Background: an optimization exercise with open tools, aiming at a short achievable clock period and few clock cycles per item. Do not read the settings as production practice. The RTL was checked by simulation tests, not by an equivalence proof against the original design. Power and IR drop assume default switching activity.

`flow/config.mk`:
```
export PLATFORM = sky130hd
export DESIGN_NAME = core
export DESIGN_NICKNAME = core
export VERILOG_FILES = /design/flow/design.v
export SDC_FILE = /design/flow/constraint.sdc
export NUM_CORES = 4
export LEC_CHECK = 0
export CAP_MARGIN = 20
export CORE_MARGIN = 2
export CORE_UTILIZATION = 40
export SLEW_MARGIN = 20
```
`flow/constraint.sdc`:
```
create_clock -name core_clock -period 6.5 [get_ports {clk}]
set_input_delay 1.3000 -clock core_clock [delete_from_list [all_inputs] [get_ports {clk}]]
set_output_delay 1.3000 -clock core_clock [all_outputs]
set_load 0.01 [all_outputs]
```
`flow/design.v`:
```
`timescale 1ns/1ps
module core (
  input  wire        clk,         
  input  wire        rst,         
  output wire [7:0]  imem_addr,   
  input  wire [15:0] imem_rdata,  
  output reg  [7:0]  out_port,    
  output reg         out_valid,   
  output wire        halted       
);
  reg [7:0] data_mem [0:255];
  reg [7:0] pc;      
  reg [7:0] acc;     
  reg [7:0] ir;      
  reg       fetch;   
  reg       halt;    
  wire [7:0] inst_byte = imem_rdata[7:0];
  assign imem_addr = pc;
  assign halted    = halt;
  always @(posedge clk) begin
    if (!halt && !fetch && ir == 8'h12)
      data_mem[inst_byte] <= acc;
  end
  always @(posedge clk or posedge rst) begin
    if (rst) begin
      pc    <= 8'h00;
      acc   <= 8'h00;
      fetch <= 1'b1;
      halt  <= 1'b0;
      out_port  <= 8'h00;
      out_valid <= 1'b0;
    end
    else begin
      out_valid <= 1'b0;
      if (!halt) begin
      if (fetch) begin
        ir    <= inst_byte;
        pc    <= pc + 1;
        fetch <= 1'b0;
      end
      else begin
        case (ir)
          8'h00: begin
          end
          8'h10: begin
            acc <= inst_byte;
            pc  <= pc + 1;
          end
          8'h11: begin
            acc <= data_mem[inst_byte];
            pc  <= pc + 1;
          end
          8'h12: begin
            pc <= pc + 1;
          end
          8'h20: begin
            acc <= acc + inst_byte;
            pc  <= pc + 1;
          end
          8'h21: begin
            acc <= acc + data_mem[inst_byte];
            pc  <= pc + 1;
          end
          8'h22: begin
            acc <= acc - inst_byte;
            pc  <= pc + 1;
          end
          8'h23: begin
            acc <= acc - data_mem[inst_byte];
            pc  <= pc + 1;
          end
          8'h24: begin
            acc <= acc & inst_byte;
            pc  <= pc + 1;
          end
          8'h25: begin
            acc <= acc & data_mem[inst_byte];
            pc  <= pc + 1;
          end
          8'h26: begin
            acc <= acc | inst_byte;
            pc  <= pc + 1;
          end
          8'h27: begin
            acc <= acc | data_mem[inst_byte];
            pc  <= pc + 1;
          end
          8'h30: begin
            pc <= inst_byte;
          end
          8'h31: begin
            if (acc == 8'h00)
              pc <= inst_byte;
            else
              pc <= pc + 1;
          end
          8'h32: begin
            if (acc != 8'h00)
              pc <= inst_byte;
            else
              pc <= pc + 1;
          end
          8'h40: begin
            out_port  <= acc;
            out_valid <= 1'b1;
          end
          8'hFF: begin
            halt <= 1'b1;
          end
          default: begin
          end
        endcase
        fetch <= 1'b1;
      end
      end
    end
  end
endmodule
```
`flow/run.sh`:
```
#!/bin/bash
# synth_recipe.tcl (not shown) runs the flow's synth.tcl, then flattens the netlist and writes it again
# the make line also repeats each setting of config.mk as NAME=value (left out here)
make -C /OpenROAD-flow-scripts/flow DESIGN_CONFIG=/design/flow/config.mk WORK_HOME=/design/flow/orfs CLKGATE_MAP_FILE= SYNTH_SCRIPT=/design/flow/synth_recipe.tcl finish
```
==> results of run 1 <==
==> critical path, stage by stage <==
cell      delay (ps)
buf_16           200
buf_4            240
buf_6            190
mux4_2           510
mux2_2           380
a211oi_1         310
o221ai_2         290
buf_4            230
or4_1            600
nand3_1          130
a21oi_1           70
o21ai_0          190
o31ai_1          110
ha_1             310
a21boi_1         200
o21ai_1          100
a21oi_1          240
o21ai_2          120
and4b_1          190
nor3b_1          130
or3b_1           350
a311o_1          350
mux2_4           300
==> sequential cells by signal, indices dropped and copies added (netlist names) <==
signal,count
ir,8
out_valid,1
data_mem,2048
out_port,8
acc,8
halt,1
fetch,1
pc,8
==> path summary, 6_finish.rpt <==
| kind | startpoint | endpoint | slack (ps) | depth (start not counted) |
|---|---|---|---|---|
| setup / recovery | imem_rdata[0] | acc[7]$_DFFE_PP0P_ | 160 | 23 |
| hold / removal | out_port[2]$_DFFE_PP0P_ | out_port[2]$_DFFE_PP0P_ | 480 | 2 |
| setup reg to reg | data_mem[114][1]$_DFFE_PP_ | acc[7]$_DFFE_PP0P_ | 860 | 25 |
| hold reg to reg | out_port[2]$_DFFE_PP0P_ | out_port[2]$_DFFE_PP0P_ | 480 | 2 |
| max in group asynchronous | rst | acc[2]$_DFFE_PP0P_ | 5150 | 2 |
| min in group asynchronous | rst | pc[5]$_DFFE_PP0P_ | 900 | 2 |
==> power by group through the flow <==
| stage | clock network [W] | registers (W) | logic (W) |
|---|---|---|---|
| after floorplan | 0 | 0.0183 | 0.00101 |
| after global placement | 0 | 0.0174 | 0.00343 |
| after detailed placement | 0 | 0.0175 | 0.00357 |
| after CTS | 0.0121 | 0.0172 | 0.00357 |
| after global routing | 0.0126 | 0.0172 | 0.00389 |
| final | 0.0119 | 0.0172 | 0.00364 |
==> routing by layer <==
| metal | vias to the layer above | global-route usage [%] | share of wire (%) |
|---|---|---|---|
| met5 | - | 0 | 0.0034 |
| met4 | 2 | 8.884 | 4.2 |
| met3 | 399 | 4.949 | 9.6 |
| met2 | 2157 | 34.01 | 46 |
| met1 | 23415 | 31.42 | 40 |
| li1 | 17890 | - | - |
==> area by class of cell <==
cell class / count / area (um2) / share of cell area, %
timing repair buffer: 559 / 4941 / 5.136
clock buffer: 245 / 5428 / 5.642
multi-input combinational: 1703 / 18560 / 19.30
inverter: 20 / 75.07 / 0.07803
clock inverter: 142 / 1384 / 1.438
tap: 2688 / 3363 / 3.496
antenna: 2 / 5.005 / 0.005202
sequential: 2083 / 62450 / 64.91
==> synth_stat cells (21+ instances only) <==
master / number / area (um2)
edfxtp_1: 2056 / 61740
mux4_2: 480 / 10810
nor2_1: 302 / 1134
mux2i_1: 146 / 1461
a22oi_1: 127 / 953.4
nand2_1: 124 / 465.5
clkbuf_1: 120 / 450.4
a21oi_1: 88 / 440.4
buf_2: 61 / 305.3
o21ai_0: 51 / 255.2
nand3_1: 47 / 235.2
buf_1: 27 / 101.4
dfrtp_1: 26 / 650.6
buf_6: 22 / 247.7
nand2b_1: 21 / 131.4
nor3_1: 21 / 105.1
==> timing repair <==
| item | in CTS | in global routing |
|---|---|---|
| setup buffers | 0 | 14 |
| pin swaps | 0 | 6 |
| setup endpoints to repair | 1 | 1 |
| gates cloned | 0 | 1 |
| resized for setup | 6 | 19 |
==> cell families after synthesis <==
group	count (synthesis)
buffers and inverters	273
flip-flops	2083
AND/OR/NAND/NOR	630
AO/OA/AOI/OAI	410
XOR/XNOR	11
multiplexers	638
adder cells (fa/ha/maj)	14
==> stage by stage <==
stage / power, W / setup slack [ps] / util, %
final: 0.03275 / 158.7 / 47.02
after global routing: 0.03368 / -11.37 / 47.02
after CTS: 0.03281 / 19.67 / 46.89
after detailed placement: 0.02103 / -1286 / 43.54
after global placement: 0.02086 / -1458 / 43.54
after floorplan: 0.01936 / 1.851 / -
==> flow_metrics.py, run 1 <==
metrics = {
    "global_routing": {
        "grt_pass1_wl_mm": 332.8,
        "grt_use_total_pct": 22.36,
        "grt_max_degree": 218,
        "grt-ovfl-total": 0,
        "grt_pass1_vias": 43460,
        "antenna_found_initial": 4,
    },
    "logic_synthesis": {
        "ys_ff_latch": 2083,
        "synthAdderAreaFrac_pct": 0.2221,
        "synthXorXnorAreaFrac_pct": 0.1172,
        "synth_cell_type_count": 82,
        "postSynthCellCount": 4059,
        "synth-simple-area-share_pct": 3.562,
        "synth_top_family_by_area": "multiplexers",
        "ys.flop_type": "edfxtp_1",
        "async_flop_share_pct": 1.296,
        "avgSynthCellArea_um2": 20.26,
        "synth_mux_area_share_pct": 15.09,
        "yosys_warnings": 1,
        "synthesis.area_um2": 82240,
        "synth_seq_area_share_pct": 75.90,
        "syn_nets": 4091,
        "synth-edff-count": 2056,
        "synth_compound_area_share_pct": 3.420,
    },
    "power": {
        "p_leak_nw": 30.76,
        "seq_power_share_pct": 52.4,
        "swShare_pct": 25.62,
        "switchingPower_w": 0.008389,
        "power_frac_comb_pct": 11.1,
        "power.density_nw_per_um2": 340.4,
        "intPower_w": 0.02436,
        "clkPwrFrac_pct": 36.5,
        "ir_drop_mv": 0.2547,
    },
    "finish": {
        "final_common_cell": "edfxtp_1",
        "fillers": 16885,
        "final_nets": 4608,
        "drive_gt1_share_pct": 28.96,
        "area_growth_pct": 16.99,
        "final_area_um2": 96200,
        "mostFrequentLayoutCells": "edfxtp_1 (2056), mux4_2 (480), buf_4 (479), nor2_1 (300), clkbuf_16 (212)",
        "stdcell_count": 7442,
    },
    "run_status": {
        "status": "timing/DRC/antenna clean",
    },
    "clock_tree": {
        "ctsHoldBuffers": 0,
        "htree_levels": 4,
        "clkLatencyLatePin_ps": 860,
        "clk_pin_slew_ps": 70,
        "cts_tree": "built",
        "clock_sinks": 2083,
        "clockBufferDepth": 3,
        "cts_root_buf": "clkbuf_16",
        "numCtsBuffers": 209,
    },
    "place": {
        "port_buffers": 27,
        "place_inst": 7036,
        "gp_congestion": 0.9451,
        "placed_area_um2": 89070,
        "dpl.hpwl_mm": 154.2,
    },
    "setup_path": {
        "crit_path_start_kind": "input pin",
        "cp_max_fo": 19,
        "path_class": "input pin to register",
        "required_ps": 7250,
        "crit_path_end_kind": "register",
        "arrival_ps": 7090,
    },
    "floorplan": {
        "num_rows": 166,
        "die_y_um": 457.4,
        "core-area_um2": 204600,
        "start_util_pct": 40.20,
        "die_w_um": 457.4,
        "pin_count": 36,
        "die-area_um2": 209200,
    },
    "route": {
        "num_vias": 43863,
        "drt_iter0_drc": 5797,
        "viasPerCell": 5.894,
        "drtPass1Iterations": 7,
        "wire_per_inst_um": 31.58,
        "wl_mm": 235.0,
        "drc": 0,
        "postRouteAntennaNets": 0,
    },
    "worst_hold_path": {
        "hold_path.class": "register to register",
    },
    "timing": {
        "period_share_pct": 97.56,
        "drv_slew": 0,
        "setup_viol_count_final": 0,
        "timing.hold.ws_ps": 477.6,
        "fmax_mhz": 157.7,
        "tightestPinTransition_ps": 1092,
        "tns_ps": 0,
        "min_period_ps": 6341,
        "relSlewSlack_pct": 27.20,
        "clock_skew_ps": 32.02,
        "hold_violations": 0,
    },
    "job": {
        "drv_cap": 0,
    },
}
Testbench counts, summed over its fixed seeds: cycles 173,938, instructions 86,873.
==> run 2, diff against run 1 <==
==> flow/design.v (replaced) <==
`timescale 1ns/1ps
module core (
  input  wire        clk,         
  input  wire        rst,         
  output wire [7:0]  imem_addr,   
  input  wire [15:0] imem_rdata,  
  output reg  [7:0]  out_port,    
  output reg         out_valid,   
  output wire        halted       
);
  reg [7:0] data_mem [0:255];
  reg [7:0] pc;        
  reg [7:0] acc;
  reg       halt;
  reg       m_valid;
  reg [7:0] m_op;
  reg [7:0] m_arg;
  reg [7:0] m_pc2;     
  reg       x_valid;
  reg [7:0] x_arg;
  reg [7:0] x_b;       
  reg [7:0] x_pc2;
  reg       x_ld, x_add, x_sub, x_and, x_or, x_st, x_out, x_hlt, x_jz, x_jnz;
  assign imem_addr = pc;
  assign halted    = halt;
  wire [7:0] f_op  = imem_rdata[7:0];
  wire [7:0] f_arg = imem_rdata[15:8];
  wire f_two = (f_op == 8'h10) | (f_op == 8'h11) | (f_op == 8'h12) |
               (f_op[7:3] == 5'b00100) |
               (f_op == 8'h30) | (f_op == 8'h31) | (f_op == 8'h32);
  wire f_jump = (f_op == 8'h30) | (f_op == 8'h32);    
  wire [7:0] pc1 = pc + 8'd1;
  wire [7:0] pc2 = pc + 8'd2;
  wire [7:0] f_npc = f_jump ? f_arg : (f_two ? pc2 : pc1);
  wire x_run  = x_valid & ~halt;
  wire acc_z  = (acc == 8'h00);
  wire x_miss = x_run & ((x_jz & acc_z) | (x_jnz & acc_z));
  wire [7:0] x_tgt = x_jz ? x_arg : x_pc2;
  wire m_mem = (m_op == 8'h11) | (m_op == 8'h21) | (m_op == 8'h23) |
               (m_op == 8'h25) | (m_op == 8'h27);
  wire m_fwd = x_run & x_st & (x_arg == m_arg);
  wire [7:0] m_rd = m_fwd ? acc : data_mem[m_arg];
  wire [7:0] m_b  = m_mem ? m_rd : m_arg;
  always @(posedge clk) begin
    if (x_run && x_st)
      data_mem[x_arg] <= acc;
  end
  always @(posedge clk) begin
    m_op  <= f_op;
    m_arg <= f_arg;
    m_pc2 <= pc2;
    x_arg <= m_arg;
    x_b   <= m_b;
    x_pc2 <= m_pc2;
    x_ld  <= (m_op == 8'h10) | (m_op == 8'h11);
    x_add <= (m_op == 8'h20) | (m_op == 8'h21);
    x_sub <= (m_op == 8'h22) | (m_op == 8'h23);
    x_and <= (m_op == 8'h24) | (m_op == 8'h25);
    x_or  <= (m_op == 8'h26) | (m_op == 8'h27);
    x_st  <= (m_op == 8'h12);
    x_out <= (m_op == 8'h40);
    x_hlt <= (m_op == 8'hFF);
    x_jz  <= (m_op == 8'h31);
    x_jnz <= (m_op == 8'h32);
  end
  always @(posedge clk or posedge rst) begin
    if (rst) begin
      pc        <= 8'h00;
      acc       <= 8'h00;
      halt      <= 1'b0;
      m_valid   <= 1'b0;
      x_valid   <= 1'b0;
      out_port  <= 8'h00;
      out_valid <= 1'b0;
    end
    else begin
      out_valid <= 1'b0;
      if (x_miss) begin
        pc      <= x_tgt;
        m_valid <= 1'b0;
        x_valid <= 1'b0;
      end
      else begin
        pc      <= f_npc;
        m_valid <= 1'b1;
        x_valid <= m_valid;
      end
      if (x_run) begin
        if (x_ld)  acc <= x_b;
        if (x_add) acc <= acc + x_b;
        if (x_sub) acc <= acc - x_b;
        if (x_and) acc <= acc & x_b;
        if (x_or)  acc <= acc | x_b;
        if (x_out) begin
          out_port  <= acc;
          out_valid <= 1'b1;
        end
        if (x_hlt) halt <= 1'b1;
      end
    end
  end
endmodule
==> flow_metrics.py, run 2 <==
metrics = {
    "logic_synthesis": {
        "postSynthCellCount": 4034,
        "async_flop_share_pct": 1.312,
        "ys.flop_type": "edfxtp_1",
        "yosysTopAreaCellShare_pct": 73.39,
        "synthesis.area_um2": 83800,
        "synth-edff-count": 2048,
        "avgSynthCellArea_um2": 20.77,
        "yosys_warnings": 1,
        "syn_nets": 4079,
        "synth_most_common_cell": "edfxtp_1",
        "netlist_top_cells_area": "edfxtp_1 (73%), mux4_2 (14%), mux2i_1 (1.6%)",
        "ys_ff_latch": 2134,
        "yosys-top-cells-count": "edfxtp_1 (2048), mux4_2 (539), nor2_1 (288)",
        "synth_seq_area_share_pct": 75.61,
        "synth_top_area_cell": "edfxtp_1",
        "synth_cell_type_count": 75,
    },
    "timing": {
        "setup_viol_count_final": 0,
        "relSlewSlack_pct": 15.39,
        "drv_slew": 0,
        "fmax_mhz": 232.6,
        "min_period_ps": 4300,
        "rsz0062_at_grt": "no",
        "timing.hold.ws_ps": 326.4,
        "hold_violations": 0,
        "tightestPinTransition_ps": 1269,
        "tns_ps": 0,
        "period_share_pct": 66.15,
        "clock_skew_ps": 38.30,
    },
    "worst_hold_path": {
        "hold_path.class": "register to register",
    },
    "power": {
        "ir_drop_mv": 0.2688,
        "seq_power_share_pct": 53.3,
        "power.density_nw_per_um2": 335.0,
        "swShare_pct": 23.76,
        "clkPwrFrac_pct": 38.7,
        "total_power_w": 0.03157,
        "p_leak_nw": 29.35,
        "switchingPower_w": 0.007501,
        "power_frac_comb_pct": 8.0,
        "intPower_w": 0.02407,
    },
    "place": {
        "gp_congestion": 0.8254,
        "port_buffers": 35,
        "place_inst": 6717,
        "dpl.hpwl_mm": 125.2,
    },
    "global_routing": {
        "grt-ovfl-total": 0,
        "antenna_found_initial": 6,
        "grt_use_total_pct": 19.55,
        "grt_max_degree": 221,
        "grt_pass1_wl_mm": 301.0,
        "grt_pass1_vias": 40830,
    },
    "clock_tree": {
        "cts-resized-gates": 0,
        "clock_sinks": 2134,
        "clkLatencyLatePin_ps": 840,
        "clockBufferDepth": 3,
        "cts_tree": "built",
        "htree_levels": 4,
        "numCtsBuffers": 211,
        "cts_root_buf": "clkbuf_16",
        "clk_pin_slew_ps": 60,
        "ctsHoldBuffers": 0,
        "cts_setup_buffers": 0,
    },
    "setup_path": {
        "cp_max_fo": 85,
        "required_ps": 7180,
        "arrival_ps": 4980,
        "crit_path_end_kind": "register",
        "crit_path_start_kind": "register",
        "path_class": "register to register",
    },
    "finish": {
        "final_common_cell": "edfxtp_1",
        "final_nets": 4174,
        "mostFrequentLayoutCells": "edfxtp_1 (2048), mux4_2 (539), nor2_1 (280), clkbuf_16 (212), mux2i_1 (134)",
        "area_growth_pct": 12.47,
        "post-route-util_pct": 45.11,
        "largest_register_ffs": 2048,
        "regMostFlops": "data_mem",
        "stdcell_count": 7115,
        "drive_gt1_share_pct": 22.80,
    },
    "route": {
        "wl_met2_mm": 101.4,
        "topRoutingLayerUsed": "met5",
        "viasPerCell": 5.740,
        "wl_mm": 208.7,
        "drc": 0,
        "wl_met3_mm": 14.11,
        "postRouteAntennaNets": 0,
        "drt_iter0_drc": 5280,
        "num_vias": 40838,
        "drt-met1-wl_mm": 88.07,
        "drtPass1Iterations": 8,
        "wire_per_inst_um": 29.33,
    },
    "floorplan": {
        "core-area_um2": 208900,
        "pin_count": 36,
        "num_rows": 168,
        "die_w_um": 461.7,
        "die_y_um": 461.7,
        "start_util_pct": 40.11,
        "die-area_um2": 213200,
    },
    "job": {
        "drv_cap": 0,
    },
    "run_status": {
        "status": "timing/DRC/antenna clean",
    },
}
run 2: cells by family (layout without fill, tap and decap cells):
| logic type | after synthesis | in the layout | share of synthesized area [%] |
|---|---|---|---|
| flops | 2134 | 2134 | 75.61 |
| xor+xnor | 22 | 22 | 0.2299 |
| compound gates | 289 | 289 | 2.319 |
| buf+inv | 271 | 544 | 1.780 |
| simple gates | 598 | 598 | 3.267 |
| mux | 693 | 693 | 16.37 |
| other cells | 0 | 3 | 0 |
| fa+ha+maj | 27 | 27 | 0.4211 |
run 2: worst max-delay path, cell delays in order, from the launching register on:
cell and delay [ps]:
dfxtp_4 980, buf_12 550, mux4_2 600, mux2i_1 300
o22a_1 220, a21oi_1 90, nor3_1 890, a31o_2 240
o21ai_0 100
run 2: path summary, 6_finish.rpt:
kind	depth (start not counted)	start	slack [ps]	end
setup / recovery	8	m_arg[1]$_DFF_P_	2200	x_b[0]$_DFF_P_
hold / removal	0	m_pc2[1]$_DFF_P_	330	x_pc2[1]$_DFF_P_
setup reg to reg	8	m_arg[1]$_DFF_P_	2200	x_b[0]$_DFF_P_
hold reg to reg	0	m_pc2[1]$_DFF_P_	330	x_pc2[1]$_DFF_P_
max in group asynchronous	3	rst	5330	acc[3]$_DFFE_PP0P_
min in group asynchronous	3	rst	830	out_port[5]$_DFFE_PP0P_
run 2: power groups by stage:
stage               logic (W)  registers [W]  clock network [W]
finish                0.00254         0.0168             0.0122
global placement      0.00246         0.0171                  0
CTS                   0.00254         0.0168             0.0124
floorplan             0.00101         0.0176                  0
global route          0.00273         0.0169             0.0129
detailed placement    0.00254         0.0171                  0
run 2: final cells by class:
| type | instances | area [um2] |
|---|---|---|
| diodes | 3 | 7.507 |
| clock buffers | 263 | 5553 |
| clock inverters | 128 | 1405 |
| fillers | 17647 | 114700 |
| inverters | 37 | 138.9 |
| multi-input cells | 1629 | 19010 |
| flip-flops and latches | 2134 | 63410 |
| well taps | 2805 | 3510 |
| repair buffers | 116 | 1217 |
run 2: layer usage:
| metal | global-route usage (%) | up-vias |
|---|---|---|
| met5 | 0 | - |
| met4 | 5.365 | 2 |
| met3 | 3.177 | 278 |
| met2 | 31.29 | 1569 |
| met1 | 27.85 | 22057 |
| li1 | - | 16932 |
run 2: per-stage QoR:
step	cell area, um2	setup WS [ps]
finish	94250	2200
global placement	87130	1970
CTS	94170	2010
floorplan	83800	578.4
detailed placement	87210	2024
global route	94250	2053
Testbench counts of run 2, summed over its fixed seeds: cycles 92,013, instructions 86,873.
==> run 3, diff against run 2 <==
--- a/flow/config.mk
+++ b/flow/config.mk
@@ -6,6 +6,9 @@
 export NUM_CORES = 4
 export LEC_CHECK = 0
+export ABC_CLOCK_PERIOD_IN_PS = 2500
 export CAP_MARGIN = 20
 export CORE_MARGIN = 2
-export CORE_UTILIZATION = 40
+export CORE_UTILIZATION = 50
+export SETUP_SLACK_MARGIN = 4.0
 export SLEW_MARGIN = 20
+export TNS_END_PERCENT = 100
==> flow_metrics.py, run 3 <==
metrics = {
    "run_status": {
        "status": "timing/DRC/antenna clean",
    },
    "setup_path": {
        "required_ps": 7220,
        "crit_chain": "buf_12 > buf_6 > buf_6 > buf_12 > buf_4 > buf_8 > mux4_2 > mux4_2 > o211ai_1 > a31o_2 > o21ai_1",
        "cp_num_buf_inv": 6,
        "r2r_cells": 11,
        "startpoint": "m_arg[0]$_DFF_P_",
        "worstSetupPathDepth": 11,
        "cp_max_fo": 5,
        "slowest_stage": "o211ai_1",
        "critPathTopFamily": "compound AO/OA/AOI/OAI gates",
        "reg2reg_from": "m_arg[0]$_DFF_P_",
        "critPathMaxStageDelay_ps": 670,
        "crit_path_start_kind": "register",
        "arrival_ps": 3940,
        "path_class": "register to register",
        "crit_path_end_kind": "register",
    },
    "power": {
        "seq_power_share_pct": 51.3,
        "intPower_w": 0.02437,
        "ir_drop_mv": 0.2497,
        "p_leak_nw": 31.14,
        "swShare_pct": 24.57,
        "clkPwrFrac_pct": 37.6,
        "power.density_nw_per_um2": 327.1,
        "switchingPower_w": 0.007941,
        "power_frac_comb_pct": 11.1,
        "total_power_w": 0.03232,
    },
    "timing": {
        "clock_skew_ps": 42.24,
        "hold_violations": 0,
        "rsz0062_at_grt": "yes",
        "min_period_ps": 3222,
        "setup_viol_count_final": 0,
        "period_share_pct": 49.56,
        "tightestPinTransition_ps": 1150,
        "tns_ps": 0,
        "relSlewSlack_pct": 23.32,
        "drv_slew": 0,
        "fmax_mhz": 310.4,
        "timing.hold.ws_ps": 328.9,
    },
    "place": {
        "gp_congestion": 0.8353,
        "port_buffers": 35,
        "dpl.hpwl_mm": 125.6,
        "placed_area_um2": 86660,
        "place_inst": 6132,
    },
    "global_routing": {
        "grt_pass1_wl_mm": 318.3,
        "grt_max_degree": 195,
        "use_met2_pct": 41.26,
        "grt_use_met1_pct": 38.28,
        "grt_util_met3_pct": 4.758,
        "grt-ovfl-total": 0,
        "busiest_layer": "met2",
        "antenna_found_initial": 7,
        "grt_pass1_vias": 41986,
        "grt_use_total_pct": 26.47,
    },
    "finish": {
        "seq_area_um2": 63440,
        "final_common_cell": "edfxtp_1",
        "final_nets": 4376,
        "mostFrequentLayoutCells": "edfxtp_1 (2048), mux4_2 (539), clkbuf_16 (223), nor2_4 (202), buf_4 (144)",
        "drive_gt1_share_pct": 34.93,
        "final_area_um2": 98780,
        "largest_register_ffs": 2048,
        "fillers": 11865,
        "multi_input_area_um2": 21390,
        "regMostFlops": "data_mem",
        "stdcell_count": 6723,
        "area_growth_pct": 17.88,
    },
    "logic_synthesis": {
        "syn_nets": 4079,
        "ys_ff_latch": 2134,
        "postSynthCellCount": 4034,
        "yosys_warnings": 1,
        "netlist_top_cells_area": "edfxtp_1 (73%), mux4_2 (14%), mux2i_1 (1.6%)",
        "synth_cell_type_count": 75,
        "ys.flop_type": "edfxtp_1",
        "yosysTopAreaCellShare_pct": 73.39,
        "synth_most_common_cell": "edfxtp_1",
        "synth_seq_area_share_pct": 75.61,
        "yosys-top-cells-count": "edfxtp_1 (2048), mux4_2 (539), nor2_1 (288)",
        "avgSynthCellArea_um2": 20.77,
        "async_flop_share_pct": 1.312,
        "synth-edff-count": 2048,
        "synthesis.area_um2": 83800,
        "synth_top_area_cell": "edfxtp_1",
    },
    "clock_tree": {
        "htree_levels": 4,
        "clkLatencyLatePin_ps": 860,
        "ctsHoldBuffers": 0,
        "numCtsBuffers": 215,
        "cts_tree": "built",
        "clock_sinks": 2134,
        "clk_pin_slew_ps": 60,
        "cts_root_buf": "clkbuf_16",
        "clockBufferDepth": 3,
    },
    "worst_hold_path": {
        "hp-start": "m_pc2[4]$_DFF_P_",
        "holdPathStages": 0,
        "hold_path.class": "register to register",
    },
    "floorplan": {
        "die_y_um": 413.4,
        "start_util_pct": 50.22,
        "pin_count": 36,
        "die_w_um": 413.4,
        "core-area_um2": 166800,
        "num_rows": 150,
        "die-area_um2": 170900,
    },
    "route": {
        "wire_per_inst_um": 33.65,
        "drt_iter0_drc": 5292,
        "drtPass1Iterations": 5,
        "drc": 0,
        "num_vias": 42508,
        "postRouteAntennaNets": 0,
        "wl_mm": 226.2,
        "viasPerCell": 6.323,
    },
    "job": {
        "drv_cap": 0,
    },
}
-- run 3: changes by cell type in the layout (fill, tap and decap cells not counted), moves of 18 or more --
cell and delta:
buf_16 +24, buf_12 +42, nor2_1 -247, nor2_2 +45, clkdlybuf4s50_1 -18, buf_4 +85, o21ai_0 -24, buf_6 +31
nor2_4 +202, clkinv_2 +20
-- run 3: cell families (layout without fill, tap and decap cells) --
family                   Yosys count  in the layout  share of synthesized area [%]
AND/OR/NAND/NOR                  598            598                          3.267
AO/OA/AOI/OAI                    289            289                          2.319
other                              0              2                              0
XOR/XNOR                          22             22                         0.2299
buffers and inverters            271            754                          1.780
multiplexers                     693            693                          16.37
adder cells (fa/ha/maj)           27             27                         0.4211
flip-flops                      2134           2134                          75.61
-- run 3: what timing repair did --
action,CTS,global route
endpoints found under the setup margin,2394,1905
cloned,16,5
resized for setup,659,151
buffers inserted,113,51
pin swaps,36,40
-- run 3: cell type report --
type / instances / share of cell area, %
Antenna cell: 2 / 0.005067
Clock buffer: 264 / 5.748
Clock inverter: 139 / 1.243
Inverter: 37 / 0.1482
Multi-Input combinational cell: 1629 / 21.66
Sequential cell: 2134 / 64.22
Tap cell: 2204 / 2.792
Timing Repair Buffer: 314 / 4.185
-- run 3: worst paths after layout --
path,end,slack (ps)
hold / removal,x_pc2[4]$_DFF_P_,330
setup reg to reg,x_b[0]$_DFF_P_,3280
max in group asynchronous,acc[4]$_DFFE_PP0P_,5040
min in group asynchronous,m_valid$_DFF_PP0_,770
hold reg to reg,x_pc2[4]$_DFF_P_,330
setup / recovery,x_b[0]$_DFF_P_,3280
-- run 3: power groups by stage --
stage / clock [W] / combinational [W] / sequential (W)
after floorplan: 0 / 0.00104 / 0.0174
after global placement: 0 / 0.00251 / 0.0171
after detailed placement: 0 / 0.00256 / 0.0172
after CTS: 0.0123 / 0.00334 / 0.0166
after global routing: 0.0128 / 0.00380 / 0.0166
final: 0.0121 / 0.00359 / 0.0166
-- run 3: layer usage --
metal	wire length, um	share of wire [%]
met3	18190	8.0
met1	92420	41
met2	108300	48
met5	8	0.0035
met4	7360	3.3
-- run 3: stage by stage --
step	utilization (%)	setup slack, ps
finish	59.20	3278
global route	59.20	3279
CTS	58.38	3220
detailed placement	51.94	2288
global placement	51.89	1851
floorplan	-	3427

-- afterwards: timing with drivers on the ports --
In the flow no input, the clock included, has a driving cell. The finished layouts below were timed again as built, in two steps.
Step 1 (the two cells are an assumption about what drives the block):
set clk [get_ports {clk}]
set_driving_cell -lib_cell sky130_fd_sc_hd__clkbuf_16 $clk
set_driving_cell -lib_cell sky130_fd_sc_hd__buf_2 [delete_from_list [all_inputs] $clk]
Step 2 adds t to the input delays and takes it off the output delays; t is the mean of the earliest and latest rising clock arrival at the registers after step 1. Input paths then give back, and output paths get back, about the clock's delay inside the block.
Three values: ideal, step 1, step 2; two values: the first two.
run	shift t [ns]	setup WS [ns]	worst register clock-pin slew, ns
run 1	0.939	0.159 / 0.155 / -0.783	0.07 / 0.07
run 2	0.916	2.200 / 2.200 / 2.200	0.07 / 0.07
run 3	0.928	3.278 / 3.278 / 3.278	0.07 / 0.07
With both steps, setup timing fails in run 1, where it was met with ideal ports. The setup slack of run 1, which loses most, moves by -0.004 ns with the drivers and by -0.942 ns with both steps.
